Context: an optimization exercise on an open-source flow, tuned for small area. The choices shown serve that exercise and are no tape-out recipe. Only simulation tests tie the RTL to the original design; equivalence was not proved. Power is estimated from default activity; no workload was simulated.

==> inputs of branch harbor <==
Design ef934x_video, start of the top module:
module ef934x_video(
    input  wire       clk,       
    input  wire       rst,       
    input  wire  [7:0]d,
    input  wire       e,
    input  wire       cs_n,
    input  wire       cpu_r_w,
    input  wire       b_a,
    input  wire       c_t,
    output wire  [9:0]adr,
    output wire       r_w,
    output wire       sm_n,
    output wire       sg_n,
    output wire       st_n,
    input  wire  [7:0]busA_i,    
    input  wire  [7:0]busB_i,    
    output wire  [7:0]busA_o,    
    output wire       busA_oe,
    output wire  [7:0]busB_o,    
    output wire       busB_oe,
    output wire       r,
    output wire       g,
    output wire       b,
    output wire       tt,
    output wire       tl,
    output wire       i,
    input  wire       syt,
    input  wire       res_n);
export LEC_CHECK = 0
export CAP_MARGIN = 20
export CORE_MARGIN = 2
export CORE_UTILIZATION = 40
export CTS_BUF_LIST = sky130_fd_sc_hd__clkbuf_8
export GPL_TIMING_DRIVEN = 0
export SLEW_MARGIN = 20
export SYNTH_MEMORY_MAX_BITS = 32768
create_clock -name core_clock -period 10.0 [get_ports {clk}]
standard.sh (not shown) runs the stock make flow with config.mk's settings and CLKGATE_MAP_FILE= SYNTH_SCRIPT=/design/flow/synth_recipe.tcl, a recipe that flattens the netlist after the stock synthesis.
==> flow/flow/run.sh <==
#!/bin/bash
# Layout flow: the standard flow (standard.sh's make command), with
#  - the synthesis's final ABC mapping replaced by an area-oriented one
#    (flow/abc_area.script: &deepsyn with a time limit, then &nf mapping
#    with a relaxed delay target, i.e. for area);
#    registers, flattening and renaming as standard;
#  - port buffers of the smallest buffer cell (every port still buffered);
#  - CTS with the buffers of CTS_BUF_LIST and without dummy loads;
#  - synthesis's buffers removed at floorplan (REMOVE_ABC_BUFFERS).
# Each tool's output is in orfs/logs/...; make's output in flow.log.
set -euo pipefail
W=$PWD
sed 's#source $::env(SCRIPTS_DIR)/synth.tcl#source '"$W"'/my_synth_core.tcl#' synth_recipe.tcl > my_synth.tcl
sed 's#log_cmd abc {\*}$abc_args#log_cmd abc -script '"$W"'/flow/abc_area.script {*}[lrange $abc_args 2 end]#' \
    "$FLOW_HOME/scripts/synth.tcl" > my_synth_core.tcl
grep -q my_synth_core my_synth.tcl
grep -q "flow/abc_area.script" my_synth_core.tcl
BUFS=$(sed -n 's/^export CTS_BUF_LIST *= *//p' config.mk)
BUFS=${BUFS:-sky130_fd_sc_hd__clkbuf_4}
ROOT=$(cat flow/cts_root_buf.txt 2>/dev/null || true)
CTS="-sink_clustering_enable -repair_clock_nets -dont_use_dummy_load -buf_list {$BUFS}"
[ -n "$ROOT" ] && CTS="$CTS -root_buf $ROOT"
CSIZE=$(sed -n 's/^export CTS_CLUSTER_SIZE *= *//p' config.mk)
CDIAM=$(sed -n 's/^export CTS_CLUSTER_DIAMETER *= *//p' config.mk)
[ -n "$CSIZE" ] && CTS="$CTS -sink_clustering_size $CSIZE"
[ -n "$CDIAM" ] && CTS="$CTS -sink_clustering_max_diameter $CDIAM"
EXTRA="REMOVE_ABC_BUFFERS=1 BUFFER_PORTS_ARGS=\"-buffer_cell sky130_fd_sc_hd__buf_1\" CTS_ARGS=\"$CTS\""
sed "s#SYNTH_SCRIPT=[^ ]*#SYNTH_SCRIPT=$W/my_synth.tcl $EXTRA#" standard.sh > my_standard.sh
grep -q "SYNTH_SCRIPT=$W/my_synth.tcl" my_standard.sh
bash my_standard.sh "${FLOW_TARGET:-finish}" > flow.log 2>&1
==> flow/flow/abc_area.script <==
strash
dc2
&get -n
&deepsyn -T 300 -S 2
&put
strash
&get -n
&dch
&nf -R 1000
&put
strash
&get -n
&dch
&nf -R 1000
&put
topo
stime -c
==> branch indigo (differences from branch harbor) <==
- CORE_UTILIZATION: 40 -> 55
==> branch sierra (differences from branch harbor) <==
--- a/flow/flow/run.sh
+++ b/flow/flow/run.sh
@@ -3,4 +3,3 @@
 #  - the synthesis's final ABC mapping replaced by an area-oriented one
-#    (flow/abc_area.script: &deepsyn with a time limit, then &nf mapping
-#    with a relaxed delay target, i.e. for area);
+#    (flow/abc_area.script: &deepsyn with a time limit, then area mapping);
 #    registers, flattening and renaming as standard;
@@ -8,3 +7,4 @@
 #  - CTS with the buffers of CTS_BUF_LIST and without dummy loads;
-#  - synthesis's buffers removed at floorplan (REMOVE_ABC_BUFFERS).
+#  - synthesis's buffers removed at floorplan (REMOVE_ABC_BUFFERS);
+#  - gates with timing slack downsized after global routing (RECOVER_POWER).
 # Each tool's output is in orfs/logs/...; make's output in flow.log.
@@ -26,3 +26,3 @@
 [ -n "$CDIAM" ] && CTS="$CTS -sink_clustering_max_diameter $CDIAM"
-EXTRA="REMOVE_ABC_BUFFERS=1 BUFFER_PORTS_ARGS=\"-buffer_cell sky130_fd_sc_hd__buf_1\" CTS_ARGS=\"$CTS\""
+EXTRA="REMOVE_ABC_BUFFERS=1 RECOVER_POWER=100 BUFFER_PORTS_ARGS=\"-buffer_cell sky130_fd_sc_hd__buf_1\" CTS_ARGS=\"$CTS\""
 sed "s#SYNTH_SCRIPT=[^ ]*#SYNTH_SCRIPT=$W/my_synth.tcl $EXTRA#" standard.sh > my_standard.sh
==> flow/flow/abc_area.script (replaced) <==
strash
dc2
&get -n
&deepsyn -T 300 -S 2
&put
dch
map -a
strash
dch
map -a
topo
stime -c
- CORE_UTILIZATION: 40 -> 55
==> branch delta (differences from branch harbor) <==
--- a/flow/flow/run.sh
+++ b/flow/flow/run.sh
@@ -3,8 +3,6 @@
 #  - the synthesis's final ABC mapping replaced by an area-oriented one
-#    (flow/abc_area.script: &deepsyn with a time limit, then &nf mapping
-#    with a relaxed delay target, i.e. for area);
+#    (flow/abc_area.script: &deepsyn with a time limit, then area mapping);
 #    registers, flattening and renaming as standard;
 #  - port buffers of the smallest buffer cell (every port still buffered);
-#  - CTS with the buffers of CTS_BUF_LIST and without dummy loads;
-#  - synthesis's buffers removed at floorplan (REMOVE_ABC_BUFFERS).
+#  - CTS with the buffers of CTS_BUF_LIST and without dummy loads.
 # Each tool's output is in orfs/logs/...; make's output in flow.log.
@@ -26,3 +24,3 @@
 [ -n "$CDIAM" ] && CTS="$CTS -sink_clustering_max_diameter $CDIAM"
-EXTRA="REMOVE_ABC_BUFFERS=1 BUFFER_PORTS_ARGS=\"-buffer_cell sky130_fd_sc_hd__buf_1\" CTS_ARGS=\"$CTS\""
+EXTRA="BUFFER_PORTS_ARGS=\"-buffer_cell sky130_fd_sc_hd__buf_1\" CTS_ARGS=\"$CTS\""
 sed "s#SYNTH_SCRIPT=[^ ]*#SYNTH_SCRIPT=$W/my_synth.tcl $EXTRA#" standard.sh > my_standard.sh
==> flow/flow/abc_area.script (replaced) <==
strash
dc2
&get -n
&deepsyn -T 300 -S 2
&put
dch
map -a
strash
dch
map -a
topo
stime -c
==> impl_results.md <==
- Portion of the layout cell area used by clock cells: 0.0192
- Max Clock Skew: 0.0362 ns
- CP Buf/Inv Count: 4
- End of the worst register-to-register path: gen.OutA[2]$_SDFFE_PP0P_
- Initial antenna violation count: 1
- Run status: timing/DRC/antenna clean
- Dominant cell type by count on the critical path: clkinv_1
- Clock Power Share: 0.310
- Area of placed instances: around 0.012 sq mm
- Fraction of cell area in non-clock buffers: 0.0262
- Total power consumption of the routed design: 1.19 mW
- Worst reg2reg startpoint: vin.adr[2]$_SDFF_PP0_
- Placed cells: 2163
-- figures above: branch delta

==> impl_results.md <==
- Run status: timing/DRC/antenna clean
- Placed cells: 1820
- Fraction of cell area in non-clock buffers: 0.0286
- Initial antenna violation count: 1
- Clock Power Share: 0.313
- End of the worst register-to-register path: gen.OutA[6]$_SDFFE_PP0P_
- Area of placed instances: roughly 0.012 sq mm
- Portion of the layout cell area used by clock cells: 0.0199
- Max Clock Skew: 0.0444 ns
- Total power consumption of the routed design: about 1.2 mW
-- figures above: branch indigo

==> impl_results.md <==
- Pwr top: sequential cells
- Total power consumption of the routed design: 1.19 mW
- Worst reg2reg startpoint: vin.adr[0]$_SDFF_PP0_
- Run status: timing/DRC/antenna clean
- Max Clock Skew: between 0.03 and 0.04 ns
- Max reg flops: 10
- Number of post-CTS setup repair buffers: 0
- Clock Power Share: 0.311
- End of the worst register-to-register path: gen.OutA[3]$_SDFFE_PP0P_
- Max Clk Rate: 0.175 GHz
- Placed cells: 1897
- Fraction of cell area in non-clock buffers: 0.0285
- Dominant cell type by count on the critical path: o21ai_0
- Total number of vias: 13367
- Initial antenna violation count: 2
- Area of placed instances: 0.0117 sq mm
- CP Buf/Inv Count: 1
-- figures above: branch harbor

==> impl_results.md <==
- Run status: complete, but fails checks
- Layout Check Fail Reasons: capacitance limit, slew limit
- Worst-case vdd ir drop: 0.0934 mV
- Max-cap violations: 4
- CP Buf/Inv Count: 3
- Dominant cell type by count on the critical path: clkbuf_1
- Portion of the layout cell area used by clock cells: 0.0196
- Total power consumption of the routed design: ~1.2 mW
- Initial antenna violation count: 3
- End of the worst register-to-register path: gen.OutA[5]$_SDFFE_PP0P_
- Placed cells: about 2100
- Fraction of cell area in non-clock buffers: 0.0223
- Max Clock Skew: 0.0486 ns
- Worst reg2reg startpoint: gen.CC[5]$_SDFFE_PP0P_
- Number of pins with negative max-slew slack in the final report: 103
- Clock Power Share: 0.312
-- figures above: branch sierra

## afterwards: timing with drivers on the ports
No port has a modelled driver above. Below, the same layouts with a new extraction and two added sets of constraints. Step 1, drivers: a clkbuf_16 drives clk and a buf_2 each remaining input, both assumed. Step 2 adds t to the input delays and takes it off the output delays; t is the mean of the earliest and latest rising clock arrival at the registers after step 1. Input paths then give back, and output paths get back, about the clock's delay inside the block. Slacks: ideal ports / drivers / drivers and shift; pairs: ideal ports / drivers.
| run | t (ns) | slack for setup (ns) | worst slew at a driven data input, ns |
|---|---|---|---|
| branch harbor | 0.510 | 4.275 / 4.275 / 4.275 | 0.05 |
| branch indigo | 0.489 | 4.085 / 4.085 / 4.085 | 0.05 |
| branch sierra | 0.496 | 3.289 / 3.315 / 2.819 | 0.04 |
| branch delta | 0.508 | 2.791 / 2.791 / 2.791 | 0.05 |
For branch sierra, which loses most, drivers alone change the setup slack by +0.026 ns; drivers and shift together by -0.470 ns.
